From an optimization exercise on the open Yosys and OpenROAD flow, aimed at small area, a short achievable clock period and few clock cycles per item; shortcuts taken in it are not production practice.
Where RTL was checked, it was by simulation tests only, not by an equivalence proof against the original.

## before
// fpmultiplier
module fpmultiplier (output logic [31:0] product, output logic ready,
		input logic [31:0] a, input logic clock, nreset);
logic s_a, s_b, s_x1, s_x2, s_x3, s_f;
always_ff @(posedge clock, negedge nreset)
  if (~nreset) begin
    s_a <= 1'b0; s_b <= 1'b0; s_x1 <= 1'b0; s_x2 <= 1'b0; s_x3 <= 1'b0; s_f <= 1'b0;
    ready <= 1'b0;
  end else begin
    s_a <= ~(s_a | s_b | s_x1 | s_x2 | s_x3 | s_f);
    s_b <= s_a;
    s_x1 <= s_b;
    s_x2 <= s_x1;
    s_x3 <= s_x2;
    s_f <= s_x3;
    ready <= s_f;
  end
logic [8:0] rse1, rse2;
logic [22:0] ra_f;
always_ff @(posedge clock) begin
  rse1 <= a[31:23];
  rse2 <= rse1;
  if (s_a) ra_f <= a[22:0];
end
logic [22:0] rb;
logic rb_p;
logic [22:0] pf;
always_ff @(posedge clock) begin
  rb[22:16] <= s_f ? pf[22:16] : a[22:16];
  rb[15] <= s_f ? pf[15] : s_b & a[15];
  rb[14:0] <= s_f ? pf[14:0] : s_b ? a[14:0] : rb[22:8];
  rb_p <= ~s_b & rb[7];
end
logic [7:0] ea, eb;
logic za, zb, fa, fb, nana, nanb, infa, infb;
assign ea = rse2[7:0];
assign eb = rse1[7:0];
assign za = (ea == 8'd0);
assign zb = (eb == 8'd0);
assign fa = (ea == 8'hff);
assign fb = (eb == 8'hff);
assign nana = fa & (ra_f != 23'd0);
assign nanb = fb & (rb != 23'd0);
assign infa = fa & (ra_f == 23'd0);
assign infb = fb & (rb == 23'd0);
logic sp_nan, sp_inf, sp_zero, special;
assign sp_nan = nana | nanb | ((infa | infb) & (za | zb));
assign sp_inf = (infa | infb) & ~sp_nan;
assign sp_zero = (za | zb) & ~fa & ~fb;
assign special = fa | fb | za | zb;
logic [8:0] esum;
assign esum = {1'b0, ea} + {1'b0, eb};
logic [7:0] r_e, pe;
logic r_sign, r_nan, r_i0, r_i1, r_z0, r_z1;
always_ff @(posedge clock)
  if (s_x1 | s_f) r_e <= s_f ? pe : esum[7:0] + 8'd129;
always_ff @(posedge clock)
  if (s_x1) begin
    r_sign <= rse2[8] ^ rse1[8];
    r_nan <= sp_nan;
    r_i0 <= sp_nan | sp_inf | (~special & (esum >= 9'd382));
    r_i1 <= sp_nan | sp_inf | (~special & (esum >= 9'd381));
    r_z0 <= sp_zero | (~special & (esum <= 9'd127));
  ...
==> flow/config.mk <==
export PLATFORM = sky130hd
export DESIGN_NAME = fpmultiplier
export DESIGN_NICKNAME = fpmultiplier
export VERILOG_FILES = /design/flow/design.v
export SDC_FILE = /design/flow/constraint.sdc
export NUM_CORES = 4
export LEC_CHECK = 0
export ABC_CLOCK_PERIOD_IN_PS = 3500
export CAP_MARGIN = 20
export CORE_MARGIN = 2
export CORE_UTILIZATION = 40
export PLACE_DENSITY = 0.6
export SETUP_SLACK_MARGIN = 5
export SLEW_MARGIN = 20
==> flow/constraint.sdc <==
create_clock -name core_clock -period 9.0 [get_ports {clock}]
set_input_delay 1.8000 -clock core_clock [delete_from_list [all_inputs] [get_ports {clock}]]
set_output_delay 1.8000 -clock core_clock [all_outputs]
set_load 0.01 [all_outputs]
run.sh (not shown) runs the stock make flow with config.mk's settings and CLKGATE_MAP_FILE= SYNTH_SCRIPT=/design/flow/synth_recipe.tcl, a recipe that flattens the netlist after the stock synthesis.
Input changes introduced in after (baseline for comparison: before):
# before
export LEC_CHECK = 0
export ABC_CLOCK_PERIOD_IN_PS = 3500
export CAP_MARGIN = 20
export CORE_MARGIN = 2
export CORE_UTILIZATION = 40
export PLACE_DENSITY = 0.6
export SETUP_SLACK_MARGIN = 5
export SLEW_MARGIN = 20
create_clock -name core_clock -period 9.0 [get_ports {clock}]
# after
export LEC_CHECK = 0
export CAP_MARGIN = 20
export CORE_MARGIN = 2
export CORE_UTILIZATION = 40
export PLACE_DENSITY = 0.6
export SLEW_MARGIN = 20
create_clock -name core_clock -period 9.0 [get_ports {clock}]
Results
after finished every stage and its layout cleared the timing, DRC and antenna checks.
The final period utilization in after was higher than what before gave.
Summary of after over before: achievable clock frequency decreased 4.9%, fraction of cell area in non-clock buffers comparable.
No functional check of the RTL was part of any run of this note.


Another version of the RTL of fpmultiplier (not shown whole).
Size in the first run: roughly 67 I/O pins.
export LEC_CHECK = 0
export ABC_CLOCK_PERIOD_IN_PS = 3500
export CAP_MARGIN = 20
export CORE_MARGIN = 2
export CORE_UTILIZATION = 40
export CTS_BUF_LIST = sky130_fd_sc_hd__clkbuf_4 sky130_fd_sc_hd__clkbuf_8
export PLACE_DENSITY = 0.6
export SETUP_SLACK_MARGIN = 5
export SLEW_MARGIN = 20
export SYNTH_HIERARCHICAL = 1
create_clock -name core_clock -period 9.0 [get_ports {clock}]
standard.sh (not shown) runs the stock make flow with config.mk's settings and CLKGATE_MAP_FILE= SYNTH_SCRIPT=/design/flow/synth_recipe.tcl, a recipe that flattens the netlist after the stock synthesis.
==> flow/flow/run.sh <==
#!/bin/bash
# The standard layout flow (standard.sh), run with a larger setup margin
# for the resizer's timing repair and a smaller cell for the port buffers
# (every port is still buffered). Clock, constraints and every step are
# otherwise unchanged.
set -euo pipefail
MARGIN=${MARGIN:-6.0}
sed -E "s/SETUP_SLACK_MARGIN=[-0-9.]+/SETUP_SLACK_MARGIN=$MARGIN/" standard.sh > standard_margin.sh
grep -q "SETUP_SLACK_MARGIN=$MARGIN" standard_margin.sh
bash standard_margin.sh "BUFFER_PORTS_ARGS=-buffer_cell sky130_fd_sc_hd__buf_2" finish > standard.log 2>&1
The baseline produced a clean layout.
==> next run, changes <==
--- a/flow/flow/run.sh
+++ b/flow/flow/run.sh
@@ -7 +7 @@
-MARGIN=${MARGIN:-6.0}
+MARGIN=${MARGIN:-5.8}
Effect: The changed run completed without violations. Synthesized area does not change. Non-clock buffer count went down by 18. Critical path depth stays the same. Wire length shrinks by 4.7%. Core utilization went down by 1.4 points. Worst setup slack is worse by 200 ps. Cell count falls by 1.3%. Count of clock-buffer cells in the layout stays the same. Register-to-register slack degrades by 160 ps. Design area goes down by 3.1%.
No run of this note included a check of the RTL's function; only the layout flow was run.


north:
fpmultiplier, a different RTL version from the one above (not shown whole).
Size: roughly 1200 cells after synthesis, roughly 160 flip-flops, roughly 67 I/O pins.
==> flow/config.mk <==
export PLATFORM = sky130hd
export DESIGN_NAME = fpmultiplier
export DESIGN_NICKNAME = fpmultiplier
export VERILOG_FILES = /design/flow/design.v
export SDC_FILE = /design/flow/constraint.sdc
export NUM_CORES = 4
export LEC_CHECK = 0
export ABC_CLOCK_PERIOD_IN_PS = 3500
export CAP_MARGIN = 20
export CORE_MARGIN = 2
export CORE_UTILIZATION = 40
export CTS_BUF_LIST = sky130_fd_sc_hd__clkbuf_4 sky130_fd_sc_hd__clkbuf_8
export PLACE_DENSITY = 0.6
export SETUP_SLACK_MARGIN = 5
export SLEW_MARGIN = 20
==> flow/constraint.sdc <==
create_clock -name core_clock -period 9.0 [get_ports {clock}]
set_input_delay 1.8000 -clock core_clock [delete_from_list [all_inputs] [get_ports {clock}]]
set_output_delay 1.8000 -clock core_clock [all_outputs]
set_load 0.01 [all_outputs]
==> flow/flow/run.sh <==
#!/bin/bash
# The standard layout flow (standard.sh), run with a larger setup margin
# for the resizer's timing repair. Clock, constraints and every step are
# otherwise unchanged.
set -euo pipefail
MARGIN=${MARGIN:-5.8}
sed -E "s/SETUP_SLACK_MARGIN=[-0-9.]+/SETUP_SLACK_MARGIN=$MARGIN/" standard.sh > standard_margin.sh
grep -q "SETUP_SLACK_MARGIN=$MARGIN" standard_margin.sh
bash standard_margin.sh > standard.log 2>&1
Having completed the whole flow, north delivered a layout that passed the timing, DRC and antenna checks.
Testbench counts of north, summed over its fixed seeds: cycles 28,000, items 4,000.
#### Input delta (south over north)
Settings: PLACE_DENSITY now 0.7, was 0.6; CORE_UTILIZATION now 55, was 40; CTS_BUF_LIST no longer set, was sky130_fd_sc_hd__clkbuf_4 sky130_fd_sc_hd__clkbuf_8.
--- outcome ---
south: done, clean on timing, DRC and antenna. Delta (south minus north): die width now sits lower; proportion of register bits with asynchronous set or reset after synthesis closely matched the old numbers. Compared with north, in south placed wire-length estimate moved down. In south the global-route usage turned out 7.6 points higher than in north. Density: south denser than north. Compared to north, the router laid down less metal wire for south.
Changes in east relative to south:
Settings: PLACE_DENSITY now 0.6, was 0.7; CORE_UTILIZATION now 40, was 55.
==> flow/flow/run.sh <==
#!/bin/bash
# The standard layout flow (standard.sh), run with a larger setup margin
# for the resizer's timing repair. Clock, constraints and every step are
# otherwise unchanged.
set -euo pipefail
MARGIN=${MARGIN:-5.4}
sed -E "s/SETUP_SLACK_MARGIN=[-0-9.]+/SETUP_SLACK_MARGIN=$MARGIN/" standard.sh > standard_margin.sh
grep -q "SETUP_SLACK_MARGIN=$MARGIN" standard_margin.sh
bash standard_margin.sh > standard.log 2>&1
--- outcome ---
- Against south as the reference, east delivers a higher post-route minimum period.
- Looking at critical path depth, east sits 1 higher than south does.
Input changes introduced in west (baseline for comparison: east):
==> flow/flow/run.sh <==
#!/bin/bash
# The standard layout flow (standard.sh), run with a larger setup margin
# for the resizer's timing repair. Clock, constraints and every step are
# otherwise unchanged.
set -euo pipefail
MARGIN=${MARGIN:-6.0}
sed -E "s/SETUP_SLACK_MARGIN=[-0-9.]+/SETUP_SLACK_MARGIN=$MARGIN/" standard.sh > standard_margin.sh
grep -q "SETUP_SLACK_MARGIN=$MARGIN" standard_margin.sh
bash standard_margin.sh > standard.log 2>&1
--- outcome ---
west closes out successfully: all stages finished, all timing, DRC and antenna checks passed.
Comparing east and west, the lower endpoint arrival time on the critical path is on east.
Comparing design area for east and west, the smaller number came from east.
Worst clock skew: east vs west — no meaningful difference
Taking east as the reference, in west ratio of final minimum period to clock period went down 4.5 points, shortest clock period the worst path allows after layout went down 410 ps, minimum setup slack among reg-to-reg paths went up 320 ps, area added between synthesis and finish went up 7.1 points.
When west is set beside east, its area taken by flip-flops and latches turns out to be 0.62% larger.
For middle, these inputs were changed with respect to west:
==> flow/run.sh (new file) <==
#!/bin/bash
# synth_recipe.tcl (not shown) runs the flow's synth.tcl, then flattens the netlist and writes it again
# the make line also repeats each setting of config.mk as NAME=value (left out here)
make -C /OpenROAD-flow-scripts/flow DESIGN_CONFIG=/design/flow/config.mk WORK_HOME=/design/flow/orfs CLKGATE_MAP_FILE= SYNTH_SCRIPT=/design/flow/synth_recipe.tcl finish
removed: flow/flow/run.sh
removed: flow/standard.sh
- On worst setup slack, middle does worse than west.
- Per the comparison of middle with west, final wirelength -5.1%, inverter count of the layout excluding clock inverters ~0 delta, cell area -about 6.4%, minimum period implied by the final worst setup slack +760 ps.
- Global-route usage: middle lower than west
- For the setup slack on the worst flop-to-flop path, middle came in 530 ps lower than west did.
- Global-route wire length before repair (west / middle): 1.05


fpmultiplier again, from the RTL that the note above started with.
Design fpmultiplier, start of the top module:
module fpmultiplier (output logic [31:0] product, output logic ready,
		input logic [31:0] a, input logic clock, nreset);
clock: 9.0 ns
lec_check: 0
abc_clock_period_in_ps: 3500
cap_margin: 20
core_margin: 2
core_utilization: 40
cts_buf_list: sky130_fd_sc_hd__clkbuf_4 sky130_fd_sc_hd__clkbuf_8
cts_cluster_diameter: 100
cts_cluster_size: 40
place_density: 0.6
setup_slack_margin: 5
slew_margin: 20
==> flow/flow/run.sh <==
#!/bin/bash
# The standard layout flow (standard.sh), run with a larger setup margin
# for the resizer's timing repair. Clock, constraints and every step are
# otherwise unchanged.
set -euo pipefail
MARGIN=${MARGIN:-5.8}
sed -E "s/SETUP_SLACK_MARGIN=[-0-9.]+/SETUP_SLACK_MARGIN=$MARGIN/" standard.sh > standard_margin.sh
grep -q "SETUP_SLACK_MARGIN=$MARGIN" standard_margin.sh
bash standard_margin.sh > standard.log 2>&1
The first run passed the timing, DRC and antenna checks.
Testbench counts at the start, summed over its fixed seeds: cycles 28,000, items 4,000.
Then changed:
CTS_BUF_LIST = unset   (was sky130_fd_sc_hd__clkbuf_4 sky130_fd_sc_hd__clkbuf_8)
CTS_CLUSTER_DIAMETER = unset   (was 100)
CTS_CLUSTER_SIZE = unset   (was 40)
What happened: The new run finished clean; via count hardly moves; core utilization rises by 0.44 points; die area stays the same; clock-buffer cell count stays the same; wire length hardly moves; setup slack gets worse by 9.5 ps; design area rises by about 1%; clock skew is lower by 9.2 ps.
Then changed:
--- a/flow/flow/run.sh
+++ b/flow/flow/run.sh
@@ -6 +6 @@
-MARGIN=${MARGIN:-5.8}
+MARGIN=${MARGIN:-5.6}
Result: Count of clock-buffer cells in the layout stays the same; final area barely changes.


run 1:
Another version of the RTL of fpmultiplier (not shown whole).
Size: about 22000 um2 of cells after synthesis.
Settings: LEC_CHECK=0, CAP_MARGIN=20, CORE_MARGIN=2, CORE_UTILIZATION=40, PLACE_DENSITY=0.6, SLEW_MARGIN=20; clock period 9.0 ns.
run.sh (not shown) runs the stock make flow with config.mk's settings and CLKGATE_MAP_FILE= SYNTH_SCRIPT=/design/flow/synth_recipe.tcl, a recipe that flattens the netlist after the stock synthesis.
Stock flow here: none of the scripts above is used.
The flow did not stop early for run 1: all stages ran, and the layout cleared the timing, DRC and antenna checks.
Changes in run 2 relative to run 1:
Settings: putting SETUP_SLACK_MARGIN at 3.5 where nothing was set; putting ABC_CLOCK_PERIOD_IN_PS at 4500 where nothing was set.
==> notes.md <==
The lower worst slack on hold paths of run 2 and run 1 is in run 1. Relative to run 1, the ratio of final minimum period to clock period of run 2 is lower by 18 points. Diff run 2 and run 1: maximum clock frequency lower in run 1. Re layout overhead on the synthesized area: run 1 was lower than run 2. met2 track utilization from global routing in run 2 is 2.3 points above run 1. Comparing run 2 against run 1, there is no change at all in number of stages on the worst hold path.
No run of this note included a check of the RTL's function; only the layout flow was run.


run A:
Another version of the RTL of fpmultiplier (not shown whole).
For scale: about 1,100 cells after synthesis, about 160 flip-flops, ~12,000 um2 of cells after synthesis.
## fpmultiplier
module fpmultiplier (output logic [31:0] product, output logic ready,
		input logic [31:0] a, input logic clock, nreset);
Settings: LEC_CHECK=0, ABC_CLOCK_PERIOD_IN_PS=3500, CAP_MARGIN=20, CORE_MARGIN=2, CORE_UTILIZATION=40, CTS_BUF_LIST=sky130_fd_sc_hd__clkbuf_4 sky130_fd_sc_hd__clkbuf_8, PLACE_DENSITY=0.6, SETUP_SLACK_MARGIN=5, SLEW_MARGIN=20, SYNTH_HIERARCHICAL=1; clock period 9.0 ns.
standard.sh (not shown) runs the stock make flow with config.mk's settings and CLKGATE_MAP_FILE= SYNTH_SCRIPT=/design/flow/synth_recipe.tcl, a recipe that flattens the netlist after the stock synthesis.
==> flow/flow/run.sh <==
#!/bin/bash
# The standard layout flow (standard.sh), run with a larger setup margin
# for the resizer's timing repair and a smaller cell for the port buffers
# (every port is still buffered). Clock, constraints and every step are
# otherwise unchanged.
set -euo pipefail
MARGIN=${MARGIN:-5.9}
sed -E "s/SETUP_SLACK_MARGIN=[-0-9.]+/SETUP_SLACK_MARGIN=$MARGIN/" standard.sh > standard_margin.sh
grep -q "SETUP_SLACK_MARGIN=$MARGIN" standard_margin.sh
bash standard_margin.sh "BUFFER_PORTS_ARGS=-buffer_cell sky130_fd_sc_hd__buf_2" finish > standard.log 2>&1
Run A | status: complete | timing, DRC, antenna: pass
Testbench counts of run A, summed over its fixed seeds: cycles 28,000, items 4,000.
Input-level comparison between run B and run A:
--- a/flow/flow/run.sh
+++ b/flow/flow/run.sh
@@ -5,5 +5,5 @@
 # otherwise unchanged.
 set -euo pipefail
-MARGIN=${MARGIN:-5.9}
+MARGIN=${MARGIN:-5.8}
 sed -E "s/SETUP_SLACK_MARGIN=[-0-9.]+/SETUP_SLACK_MARGIN=$MARGIN/" standard.sh > standard_margin.sh
 grep -q "SETUP_SLACK_MARGIN=$MARGIN" standard_margin.sh
--- a/flow/config.mk
+++ b/flow/config.mk
@@ -11,5 +11,5 @@
 export CORE_UTILIZATION = 40
 export CTS_BUF_LIST = sky130_fd_sc_hd__clkbuf_4 sky130_fd_sc_hd__clkbuf_8
-export PLACE_DENSITY = 0.6
+export PLACE_DENSITY = 0.7
 export SETUP_SLACK_MARGIN = 5
 export SLEW_MARGIN = 20
==> notes.md <==
| via density per instance | run B vs run A | ≈ equal |
In the reports for run A and run B, the smaller pin count of the biggest net entering global routing belongs to run A.
Comparing run A and run B, the higher worst setup skew after layout was measured on run A.
Between run A and run B, the count of clock-net buffers in the final layout is higher for run A.
Per the comparison of run B with run A, level count of the clock H-tree stayed essentially flat; met3 global-route usage went up by 0.17 points; final routed wirelength across all metal layers shows a reduction of about 7.5%.
#### Input delta (run C over run B)
--- a/flow/config.mk
+++ b/flow/config.mk
@@ -11,5 +11,5 @@
 export CORE_UTILIZATION = 40
 export CTS_BUF_LIST = sky130_fd_sc_hd__clkbuf_4 sky130_fd_sc_hd__clkbuf_8
-export PLACE_DENSITY = 0.7
+export PLACE_DENSITY = 0.5
 export SETUP_SLACK_MARGIN = 5
 export SLEW_MARGIN = 20
==> notes.md <==
Worst setup path endpoint = product[4]: run C; worst setup path endpoint = product[7]: run B. Any difference in total instance count after detailed placement between run C and run B is small enough to ignore. From run B to run C the numbers moved as follows: count of fill cells added during filler insertion +105; global-route wire length before repair went up. Run B ended up with dg[7] as its critical path launch point; run C ended up with dg[4]. Measured against each other, run B and run C differ in clock-buffer cell count, the lower figure coming from run B. In run C, largest fanout on the critical path is lower than in run B. Run C vs run B, fraction of the cycle the final worst path needs went down by 0.47 points. Synthesized area: run B vs run C identical. Summary — fraction of final layout cells with drive strength greater than 1, run C relative to run B: higher, by 0.29 points.

separate check: timing with driven ports:
No port has a modelled driver above. Below, the same layouts with a new extraction and two added sets of constraints.
Step 1: set_driving_cell puts a clkbuf_16 on clock and a buf_2 on each other input, an assumption about the parent block.
Step 2 adds t to the input delays and takes it off the output delays; t is the mean of the earliest and latest rising clock arrival at the registers after step 1. Input paths then give back, and output paths get back, about the clock's delay inside the block.
Three values: no drivers, after step 1, after step 2; two values: the first two.
run | t, ns | setup slack, ns | latest minus earliest clock arrival (ns) | slew at the worst register clock pin (ns) | worst data-port slew with drivers (ns)
before | 0.483 | 5.164 / 5.164 / 5.164 | 0.015 / 0.015 | 0.07 / 0.07 | 0.03
after | 0.484 | 4.965 / 4.965 / 4.965 | 0.016 / 0.016 | 0.07 / 0.07 | 0.03
the first run of note 2 | 0.508 | 6.058 / 6.011 / 6.097 | 0.013 / 0.013 | 0.10 / 0.10 | 0.04
the second run of note 2 | 0.508 | 5.862 / 5.815 / 5.936 | 0.021 / 0.021 | 0.10 / 0.10 | 0.04
north | 0.520 | 5.829 / 5.785 / 5.565 | 0.023 / 0.023 | 0.11 / 0.11 | 0.07
south | 0.477 | 5.798 / 5.755 / 5.514 | 0.013 / 0.013 | 0.08 / 0.08 | 0.03
east | 0.487 | 5.463 / 5.414 / 5.554 | 0.013 / 0.012 | 0.07 / 0.07 | 0.07
west | 0.484 | 5.871 / 5.871 / 5.643 | 0.011 / 0.011 | 0.07 / 0.07 | 0.06
middle | 0.486 | 5.110 / 5.061 / 5.343 | 0.012 / 0.012 | 0.07 / 0.07 | 0.07
the first run of note 4 | 0.520 | 5.829 / 5.785 / 5.565 | 0.023 / 0.023 | 0.11 / 0.11 | 0.07
the second run of note 4 | 0.489 | 5.820 / 5.788 / 5.557 | 0.014 / 0.014 | 0.07 / 0.07 | 0.07
the third run of note 4 | 0.491 | 5.526 / 5.476 / 5.577 | 0.015 / 0.014 | 0.07 / 0.07 | 0.07
run 1 | 0.556 | 1.887 / 1.823 / 2.367 | 0.044 / 0.045 | 0.10 / 0.10 | 0.06
run 2 | 0.558 | 3.470 / 3.405 / 3.004 | 0.031 / 0.030 | 0.08 / 0.08 | 0.06
run A | 0.513 | 5.952 / 5.904 / 5.981 | 0.022 / 0.022 | 0.11 / 0.11 | 0.05
run B | 0.514 | 5.827 / 5.785 / 5.877 | 0.019 / 0.019 | 0.10 / 0.10 | 0.05
run C | 0.514 | 5.869 / 5.823 / 5.902 | 0.022 / 0.023 | 0.11 / 0.11 | 0.03
After both steps setup and hold are still met in every run listed. For run 2, which loses most, drivers alone change the setup slack by -0.065 ns; drivers and shift together by -0.466 ns.
